Context: an optimization exercise on an open-source flow, tuned for small area, a short achievable clock period and few clock cycles per item. The choices shown serve that exercise and are no tape-out recipe. At most, simulation tests tie the RTL to the original design; equivalence was not proved. No activity file was given, so power comes from the tool's default toggle rates.

## lane 5
## fpm
module fpm(
  input clk,
  input rst,
  input [31:0] number_in,
  input number_a_valid,
  output number_a_ready,
  input number_b_valid,
  output number_b_ready,
  output [31:0] number_out,
  output result_valid
);
  reg phase;             
  reg nrm_a, nrm_b;      
  reg vx, vy, vz, vw;    
  reg slow;              
  reg rv;
  reg ar_q, br_q;        
  reg [31:0] ra, rb;
  reg        hb;         
  reg [4:0]  k;          
  reg [12:0] mm;         
  reg [36:0] tsn, tcn;   
  reg        c13, stlo;  
  reg [9:0]  s1_e;       
  reg        s1_s, s1_nan, s1_inf, s1_zero, s1_slow;
  reg [25:0] sig;        
  reg [9:0]  e;          
  reg        le0;        
  reg        s2_s, s2_nan, s2_inf, s2_zero;
  reg [31:0] out;
  wire [7:0] ea = ra[30:23];
  wire [7:0] eb = rb[30:23];
  wire ha = |ea;
  wire hb_e = |eb;
  wire [23:0] ma = {ha, ra[22:0]};
  wire [23:0] mb = {hb, rb[22:0]};
  wire fa0 = ~|ra[22:0];
  wire fb0 = ~|rb[22:0];
  wire a_zero = ~ha & fa0;
  wire b_zero = ~hb_e & fb0;
  wire a_max = &ea;
  wire b_max = &eb;
  wire a_nan = a_max & ~fa0;
  wire b_nan = b_max & ~fb0;
  ...
Settings: LEC_CHECK=0, CAP_MARGIN=20, CORE_MARGIN=2, CORE_UTILIZATION=40, SETUP_SLACK_MARGIN=5, SLEW_MARGIN=20, SYNTH_HIERARCHICAL=1; clock period 9.0 ns.
standard.sh (not shown) runs the stock make flow with config.mk's settings and CLKGATE_MAP_FILE= SYNTH_SCRIPT=/design/flow/synth_recipe.tcl, a recipe that flattens the netlist after the stock synthesis.
==> flow/flow/run.sh <==
#!/bin/bash
set -euo pipefail
bash standard.sh SETUP_SLACK_MARGIN=5.5 finish > standard.log 2>&1
Both conditions hold for lane 5: the flow ran to the end and the final layout passed the timing, design-rule and antenna checks.
#### Input delta (lane 4 over lane 5)
==> flow/run.sh (new file) <==
#!/bin/bash
# synth_recipe.tcl (not shown) runs the flow's synth.tcl, then flattens the netlist and writes it again
# the make line also repeats each setting of config.mk as NAME=value (left out here)
make -C /OpenROAD-flow-scripts/flow DESIGN_CONFIG=/design/flow/config.mk WORK_HOME=/design/flow/orfs CLKGATE_MAP_FILE= SYNTH_SCRIPT=/design/flow/synth_recipe.tcl finish
removed: flow/flow/run.sh
removed: flow/standard.sh
==> results.txt <==
Lane 5 was carried through to the last stage, and its layout satisfied the timing, design-rule and antenna checks.
Lane 4: full flow OK, the timing, design-rule and antenna checks passed
In the flow results for lane 5 and lane 4, the number of buffers other than clock buffers in the final layout is smaller on lane 4.
Combinational power, lane 5 and lane 4, lower one = lane 4.
Looking at maximum frequency across both flows, lane 4 is the weaker of the two, with lane 5 ahead.
Lane 4 falls short of lane 5 in wire length of the first global-routing pass.
Re die area: no difference whatsoever between lane 5 and lane 4.
No run of this note included a check of the RTL's function; only the layout flow was run.


== the reference run ==
fpm, a different RTL version from the one above (not shown whole).
Size: ~2000 cells after synthesis, ~260 flip-flops, ~71 I/O pins, roughly 20000 sq um of cells after synthesis.
export LEC_CHECK = 0
export CAP_MARGIN = 20
export CORE_MARGIN = 2
export CORE_UTILIZATION = 40
export SETUP_SLACK_MARGIN = 5
export SLEW_MARGIN = 20
export SYNTH_HIERARCHICAL = 1
create_clock -name core_clock -period 9.0 [get_ports {clk}]
==> flow/flow/run.sh <==
#!/bin/bash
set -euo pipefail
bash standard.sh SETUP_SLACK_MARGIN=5.5 "BUFFER_PORTS_ARGS=-buffer_cell sky130_fd_sc_hd__buf_2" finish > standard.log 2>&1
Testbench counts of the reference run, summed over its fixed seeds: cycles 6,440, items 3,200.
Changes in the trial run relative to the reference run:
- an added PLACE_DENSITY of 0.75
- a change of CORE_UTILIZATION from 40 to 65
==> flow/flow/run.sh <==
#!/bin/bash
set -euo pipefail
bash standard.sh SETUP_SLACK_MARGIN=5.5 BUFFER_PORTS_ARGS=-buffer_cell\ sky130_fd_sc_hd__buf_2 CTS_ARGS=-sink_clustering_enable\ -repair_clock_nets\ -dont_use_dummy_load\ -buf_list\ sky130_fd_sc_hd__clkbuf_8\ -sink_clustering_size\ 25 finish > standard.log 2>&1
Results
Between the trial run and the reference run, it is the trial run whose switching part of the total power is higher, by 1.2 points. The run showing the smaller final area is the trial run. Between the reference run and the trial run, the flow reports met1 wire length decreasing by more than 10%. The trial run ended with less setup slack than the reference run. The trial run vs. the reference run: routed wire length lower; multi-input gate area in the final layout did not really move; minimum clock period after layout higher.


## alpha
Another version of the RTL of fpm (not shown whole).
==> flow/config.mk <==
export PLATFORM = sky130hd
export DESIGN_NAME = fpm
export DESIGN_NICKNAME = fpm
export VERILOG_FILES = /design/flow/design.v
export SDC_FILE = /design/flow/constraint.sdc
export NUM_CORES = 4
export LEC_CHECK = 0
export CAP_MARGIN = 20
export CORE_MARGIN = 2
export CORE_UTILIZATION = 40
export SETUP_SLACK_MARGIN = 5
export SLEW_MARGIN = 20
export SYNTH_HIERARCHICAL = 1
==> flow/constraint.sdc <==
create_clock -name core_clock -period 9.0 [get_ports {clk}]
set_input_delay 1.8000 -clock core_clock [delete_from_list [all_inputs] [get_ports {clk}]]
set_output_delay 1.8000 -clock core_clock [all_outputs]
set_load 0.01 [all_outputs]
==> flow/flow/run.sh <==
#!/bin/bash
set -euo pipefail
bash standard.sh SETUP_SLACK_MARGIN=5.6 BUFFER_PORTS_ARGS=-buffer_cell\ sky130_fd_sc_hd__buf_1 CTS_ARGS=-sink_clustering_enable\ -repair_clock_nets\ -dont_use_dummy_load\ -buf_list\ sky130_fd_sc_hd__clkbuf_16\ -sink_clustering_size\ 30\ -sink_clustering_max_diameter\ 70 finish > standard.log 2>&1
Testbench counts of alpha, summed over its fixed seeds: cycles 6,440, items 3,200.
Relative to alpha, the following input files were edited for beta:
==> flow/flow/run.sh <==
#!/bin/bash
set -euo pipefail
bash standard.sh SETUP_SLACK_MARGIN=5.5 BUFFER_PORTS_ARGS=-buffer_cell\ sky130_fd_sc_hd__buf_1 CTS_ARGS=-sink_clustering_enable\ -repair_clock_nets\ -dont_use_dummy_load\ -buf_list\ sky130_fd_sc_hd__clkbuf_16\ -sink_clustering_size\ 30\ -sink_clustering_max_diameter\ 70 finish > standard.log 2>&1
==> comparison <==
- The lower fraction of cell area in non-clock buffers of beta and alpha is in beta.
- The final reports for beta and alpha show share of the clock period used by the worst path after layout higher in the former.
- In beta, the detailed-routed wire length on met2 came out about 1.7% below the value in alpha.
- Going from alpha to beta, routed wire length fell about 1.6%; number of cells on the critical path lost 7; weighted congestion at the end of routability-driven global placement increased 0.91%; leakage component of the power went down about 1.5%.
- The total power draw in beta sits 0.000079 W below the value recorded for alpha.
- Side by side, area growth from synthesis to layout turned out lower in beta than in alpha.
- The core of beta is less densely filled than that of alpha.
--- input diff beta..gamma ---
==> flow/flow/run.sh <==
#!/bin/bash
set -euo pipefail
bash standard.sh SETUP_SLACK_MARGIN=5.5 BUFFER_PORTS_ARGS=-buffer_cell\ sky130_fd_sc_hd__buf_1 CTS_ARGS=-sink_clustering_enable\ -repair_clock_nets\ -dont_use_dummy_load\ -buf_list\ sky130_fd_sc_hd__clkbuf_16\ -sink_clustering_size\ 35\ -sink_clustering_max_diameter\ 80 finish > standard.log 2>&1
[summary]
Against beta as the reference, gamma delivers a higher via count.
The design area of beta and that of gamma are within noise of each other.
Critical path depth came out exactly the same in beta and gamma.
[compare] base=beta new=gamma: buffers inserted during post-CTS setup optimization went up 5, power down 0.70%, number of standard cells in the final layout excluding fillers level.
Total routing usage reported by global routing: gamma vs beta, no meaningful difference
--- input diff gamma..delta ---
==> flow/flow/run.sh <==
#!/bin/bash
set -euo pipefail
bash standard.sh SETUP_SLACK_MARGIN=5.5 RECOVER_POWER=100 BUFFER_PORTS_ARGS=-buffer_cell\ sky130_fd_sc_hd__buf_1 CTS_ARGS=-sink_clustering_enable\ -repair_clock_nets\ -dont_use_dummy_load\ -buf_list\ sky130_fd_sc_hd__clkbuf_16\ -sink_clustering_size\ 30\ -sink_clustering_max_diameter\ 70 finish > standard.log 2>&1
==> results.txt <==
The critical-path cell with the highest stage delay comes out sky130_fd_sc_hd__clkinvlp_2 in one run and sky130_fd_sc_hd__fa_1 in the other, namely in delta and gamma respectively. Between delta and gamma, it is delta whose leakage dissipation is lower, by 1.1%. On met2 layer wire length in the routed design, gamma tracks delta almost exactly. Changes observed in delta relative to gamma: fraction of the mapped netlist area in compound gates saw little to no change; fraction of area in multi-input gates saw little to no change. delta: flow complete, layout not clean; failing: capacitance limit, slew limit.


RTL: one of the versions met above, not the one the previous note started from.
For scale: ~2,000 cells after synthesis, about 71 I/O pins.
Design fpm, start of the top module:
module fpm(
  input clk,
  input rst,
  input [31:0] number_in,
  input number_a_valid,
  output number_a_ready,
  input number_b_valid,
  output number_b_ready,
  output [31:0] number_out,
  output result_valid
);
  reg phase;             
  reg nrm_a, nrm_b;      
  reg vx, vy, vz, vw;    
  reg slow;              
  reg rv;
  reg ar_q, br_q;        
  reg [31:0] ra, rb;
  reg        hb;         
  reg [4:0]  k;          
  reg [12:0] mm;         
  reg [36:0] tsn, tcn;   
  reg        c13, stlo;  
  reg [9:0]  s1_e;       
  reg        s1_s, s1_nan, s1_inf, s1_zero, s1_slow;
  reg [25:0] sig;        
  reg [9:0]  e;          
  reg        le0;        
  reg        s2_s, s2_nan, s2_inf, s2_zero;
  reg [31:0] out;
  wire [7:0] ea = ra[30:23];
  wire [7:0] eb = rb[30:23];
  wire ha = |ea;
  wire hb_e = |eb;
  wire [23:0] ma = {ha, ra[22:0]};
  wire [23:0] mb = {hb, rb[22:0]};
  wire fa0 = ~|ra[22:0];
  wire fb0 = ~|rb[22:0];
  wire a_zero = ~ha & fa0;
  wire b_zero = ~hb_e & fb0;
  wire a_max = &ea;
  wire b_max = &eb;
  wire a_nan = a_max & ~fa0;
  wire b_nan = b_max & ~fb0;
  wire a_inf = a_max & fa0;
  wire b_inf = b_max & fb0;
  wire [7:0] ein = number_in[30:23];
  wire in_f0 = ~|number_in[22:0];
  wire in_sub = ~|ein & ~in_f0;
  wire in_spec = (~|ein & in_f0) | &ein;
  wire a_sub = ~ha & ~fa0;
  wire a_spec = a_zero | a_max;
  wire go_a = a_sub & ~in_sub & ~in_spec;
  wire go_b = in_sub & ~a_sub & ~a_spec;
  wire normalising = nrm_a | nrm_b;
  wire vx_next;
  wire a_fire = number_a_valid & ar_q;
  wire b_fire = number_b_valid & br_q;
  assign number_a_ready = ar_q;
  assign number_b_ready = br_q;
  assign result_valid = rv;
  assign number_out = out;
  wire phase_n = a_fire | (phase & ~b_fire);
  wire nrm_a_n = b_fire ? go_a : (nrm_a & ~ra[22]);
  wire nrm_b_n = b_fire ? go_b : (nrm_b & ~rb[22]);
  wire [8:0] esum = {1'b0, ea | {7'd0, ~ha}} + {1'b0, eb | {7'd0, ~hb_e}};
  wire slow_set = vx & ((k != 5'd0) | (esum <= 9'd127));
  wire slow_n = slow_set | (slow & ~(vw & ~busy & ~vx & ~vy & ~vz & ~normalising));
  assign vx_next = rst & ((b_fire & ~go_a & ~go_b) | (nrm_a & ra[22]) | (nrm_b & rb[22]));
  wire [23:0] acc_s = ~tsn[36:13] & {24{~vx}};
  wire [23:0] acc_c = ~tcn[36:13] & {24{~vx}};
  ...
clock: 9.0 ns
lec_check: 0
cap_margin: 20
core_margin: 2
core_utilization: 40
setup_slack_margin: 5
slew_margin: 20
synth_hierarchical: 1
==> flow/flow/run.sh <==
#!/bin/bash
set -euo pipefail
bash standard.sh SETUP_SLACK_MARGIN=5.5 "BUFFER_PORTS_ARGS=-buffer_cell sky130_fd_sc_hd__buf_2" "CTS_ARGS=-sink_clustering_enable -repair_clock_nets -dont_use_dummy_load" finish > standard.log 2>&1
The starting point completed without violations.
Testbench counts at the start, summed over its fixed seeds: cycles 6,440, items 3,200.
Change:
==> flow/flow/run.sh (replaced) <==
#!/bin/bash
set -euo pipefail
bash standard.sh SETUP_SLACK_MARGIN=5.8 BUFFER_PORTS_ARGS=-buffer_cell\ sky130_fd_sc_hd__buf_2 CTS_ARGS=-sink_clustering_enable\ -repair_clock_nets\ -dont_use_dummy_load\ -buf_list\ sky130_fd_sc_hd__clkbuf_8\ -sink_clustering_size\ 25 finish > standard.log 2>&1
Effect:
- The new run finished with timing, DRC and antenna clean
- cell count is higher by 4.6%
- clock-buffer cell count is higher by 17
- combinational power is higher by 19%
- total power is higher by 12%
- global-route usage is higher by 1.2 points
- core utilization is higher by 4.8 points
- sequential power stays flat
- cell area is higher by 11%
- worst hold slack improves by 0.014 ns


Setup of trial 68:
Starting RTL as in the previous note.
// fpm
module fpm(
  input clk,
  input rst,
  input [31:0] number_in,
  input number_a_valid,
  output number_a_ready,
  input number_b_valid,
  output number_b_ready,
  output [31:0] number_out,
  output result_valid
);
export LEC_CHECK = 0
export CAP_MARGIN = 20
export CORE_MARGIN = 2
export CORE_UTILIZATION = 40
export CTS_BUF_LIST = sky130_fd_sc_hd__clkbuf_4
export SETUP_SLACK_MARGIN = 5
export SLEW_MARGIN = 20
export SYNTH_HIERARCHICAL = 1
create_clock -name core_clock -period 9.0 [get_ports {clk}]
run.sh (not shown) runs the stock make flow with config.mk's settings and CLKGATE_MAP_FILE= SYNTH_SCRIPT=/design/flow/synth_recipe.tcl, a recipe that flattens the netlist after the stock synthesis.
Stock flow here: none of the scripts above is used.
Having completed the whole flow, trial 68 delivered a layout that passed the timing, design-rule and antenna checks.
Testbench counts of trial 68, summed over its fixed seeds: cycles 6,440, items 3,200.
Relative to trial 68, the following input files were edited for build 65:
- CTS_BUF_LIST removed (was sky130_fd_sc_hd__clkbuf_4)
==> flow/flow/run.sh (new file) <==
#!/bin/bash
set -euo pipefail
bash standard.sh SETUP_SLACK_MARGIN=5.5 "BUFFER_PORTS_ARGS=-buffer_cell sky130_fd_sc_hd__buf_2" "CTS_ARGS=-sink_clustering_enable -repair_clock_nets -dont_use_dummy_load -buf_list sky130_fd_sc_hd__clkbuf_8 -sink_clustering_size 25" finish > standard.log 2>&1
==> flow/standard.sh (new file) <==
#!/bin/bash
# synth_recipe.tcl (not shown) runs the flow's synth.tcl, then flattens the netlist and writes it again
# the make line also repeats each setting of config.mk as NAME=value (left out here)
make -C /OpenROAD-flow-scripts/flow DESIGN_CONFIG=/design/flow/config.mk WORK_HOME=/design/flow/orfs CLKGATE_MAP_FILE= SYNTH_SCRIPT=/design/flow/synth_recipe.tcl "${@:-finish}"
removed: flow/run.sh
Results
- The wire length in build 65 was lower than what trial 68 gave.
- | net count reported at finish | lower: trial 68 |
- Going from trial 68 to build 65, total power per unit cell area shrank by a few percent.


fpm, a different RTL version from the one above (not shown whole).
Size: about 260 flip-flops, roughly 71 I/O pins, roughly 0.020 mm^2 of cells after synthesis.
==> flow/design.v (excerpt) <==
module fpm(
  input clk,
  input rst,
  input [31:0] number_in,
  input number_a_valid,
  output number_a_ready,
  input number_b_valid,
  output number_b_ready,
  output [31:0] number_out,
  output result_valid
);
==> flow/config.mk <==
export PLATFORM = sky130hd
export DESIGN_NAME = fpm
export DESIGN_NICKNAME = fpm
export VERILOG_FILES = /design/flow/design.v
export SDC_FILE = /design/flow/constraint.sdc
export NUM_CORES = 4
export LEC_CHECK = 0
export CAP_MARGIN = 20
export CORE_MARGIN = 2
export CORE_UTILIZATION = 40
export SETUP_SLACK_MARGIN = 5
export SLEW_MARGIN = 20
export SYNTH_HIERARCHICAL = 1
==> flow/constraint.sdc <==
create_clock -name core_clock -period 9.0 [get_ports {clk}]
set_input_delay 1.8000 -clock core_clock [delete_from_list [all_inputs] [get_ports {clk}]]
set_output_delay 1.8000 -clock core_clock [all_outputs]
set_load 0.01 [all_outputs]
standard.sh (not shown) runs the stock make flow with config.mk's settings and CLKGATE_MAP_FILE= SYNTH_SCRIPT=/design/flow/synth_recipe.tcl, a recipe that flattens the netlist after the stock synthesis.
==> flow/flow/run.sh <==
#!/bin/bash
set -euo pipefail
bash standard.sh SETUP_SLACK_MARGIN=5.5 BUFFER_PORTS_ARGS=-buffer_cell\ sky130_fd_sc_hd__buf_1 CTS_ARGS=-sink_clustering_enable\ -repair_clock_nets\ -dont_use_dummy_load\ -buf_list\ sky130_fd_sc_hd__clkbuf_16\ -sink_clustering_size\ 40\ -sink_clustering_max_diameter\ 80 finish > standard.log 2>&1
The first run completed with no timing, DRC or antenna violations.
Testbench counts at the start, summed over its fixed seeds: cycles 6,440, items 3,200.
Change:
==> flow/flow/run.sh (replaced) <==
#!/bin/bash
set -euo pipefail
bash standard.sh SETUP_SLACK_MARGIN=5.5 BUFFER_PORTS_ARGS=-buffer_cell\ sky130_fd_sc_hd__buf_1 CTS_ARGS=-sink_clustering_enable\ -repair_clock_nets\ -dont_use_dummy_load\ -buf_list\ sky130_fd_sc_hd__clkbuf_16\ -sink_clustering_size\ 35\ -sink_clustering_max_diameter\ 80 finish > standard.log 2>&1
The new run completed with no timing, DRC or antenna violations.
Cell area stays the same.
Worst setup slack does not change.
Power does not change.
Maximum frequency does not change.
Global-route usage does not change.
Via count stays the same.
Hold slack does not change.
Synthesized area is unchanged.
Cell count stays the same.
Critical path depth does not change.
Change:
==> flow/flow/run.sh (replaced) <==
#!/bin/bash
set -euo pipefail
bash standard.sh SETUP_SLACK_MARGIN=5.5 BUFFER_PORTS_ARGS=-buffer_cell\ sky130_fd_sc_hd__buf_2 CTS_ARGS=-sink_clustering_enable\ -repair_clock_nets\ -dont_use_dummy_load\ -buf_list\ sky130_fd_sc_hd__clkbuf_8\ -sink_clustering_size\ 25 finish > standard.log 2>&1
After rerunning: Sequential cell count stays the same; maximum frequency stays flat; count of clock-buffer cells in the layout increases by 28; via count increases slightly; final cell count increases slightly; final area increases slightly; non-clock buffer count increases by 5; worst setup slack is worse by 0.0084 ns.

separate check: timing with driven ports:
How much do the figures lean on ideal ports? The routed layouts below were timed once more, with nothing changed but the port constraints. Step 1 assumes that a clkbuf_16 drives the clock port and a buf_2 every other input. Step 2, shift: input delay + t, output delay - t, t = (earliest + latest rising clock arrival at the registers) / 2. This alone moves slack from input paths to output paths. Three values: ideal, step 1, step 2; two values: the first two.
| run | t (ns) | setup slack, ns | hold WS [ns] |
|---|---|---|---|
| lane 5 | 0.630 | 5.514 / 5.537 / 4.907 | 0.413 / 0.413 / 0.413 |
| lane 4 | 0.631 | 5.220 / 5.220 / 4.696 | 0.418 / 0.418 / 0.418 |
| the reference run | 0.618 | 5.602 / 5.602 / 5.527 | 0.350 / 0.350 / 0.350 |
| the trial run | 0.598 | 5.526 / 5.526 / 5.525 | 0.339 / 0.339 / 0.339 |
| alpha | 0.581 | 5.633 / 5.633 / 5.477 | 0.332 / 0.332 / 0.332 |
| beta | 0.589 | 5.600 / 5.600 / 5.481 | 0.348 / 0.348 / 0.348 |
| gamma | 0.586 | 5.568 / 5.568 / 5.509 | 0.351 / 0.351 / 0.351 |
| delta | 0.588 | 3.985 / 3.985 / 3.985 | 0.348 / 0.348 / 0.348 |
| the first run of note 4 | 0.609 | 5.579 / 5.579 / 5.483 | 0.348 / 0.348 / 0.348 |
| the second run of note 4 | 0.657 | 5.671 / 5.671 / 5.372 | 0.361 / 0.361 / 0.361 |
| trial 68 | 0.828 | 5.154 / 5.154 / 5.110 | 0.366 / 0.366 / 0.366 |
| build 65 | 0.599 | 5.590 / 5.590 / 5.555 | 0.349 / 0.349 / 0.349 |
| the first run of note 6 | 0.571 | 5.590 / 5.590 / 5.463 | 0.359 / 0.359 / 0.359 |
| the second run of note 6 | 0.571 | 5.590 / 5.590 / 5.463 | 0.359 / 0.359 / 0.359 |
| the third run of note 6 | 0.641 | 5.581 / 5.581 / 5.496 | 0.420 / 0.420 / 0.420 |
For lane 5, which loses most, drivers alone change the setup slack by +0.023 ns; drivers and shift together by -0.607 ns.
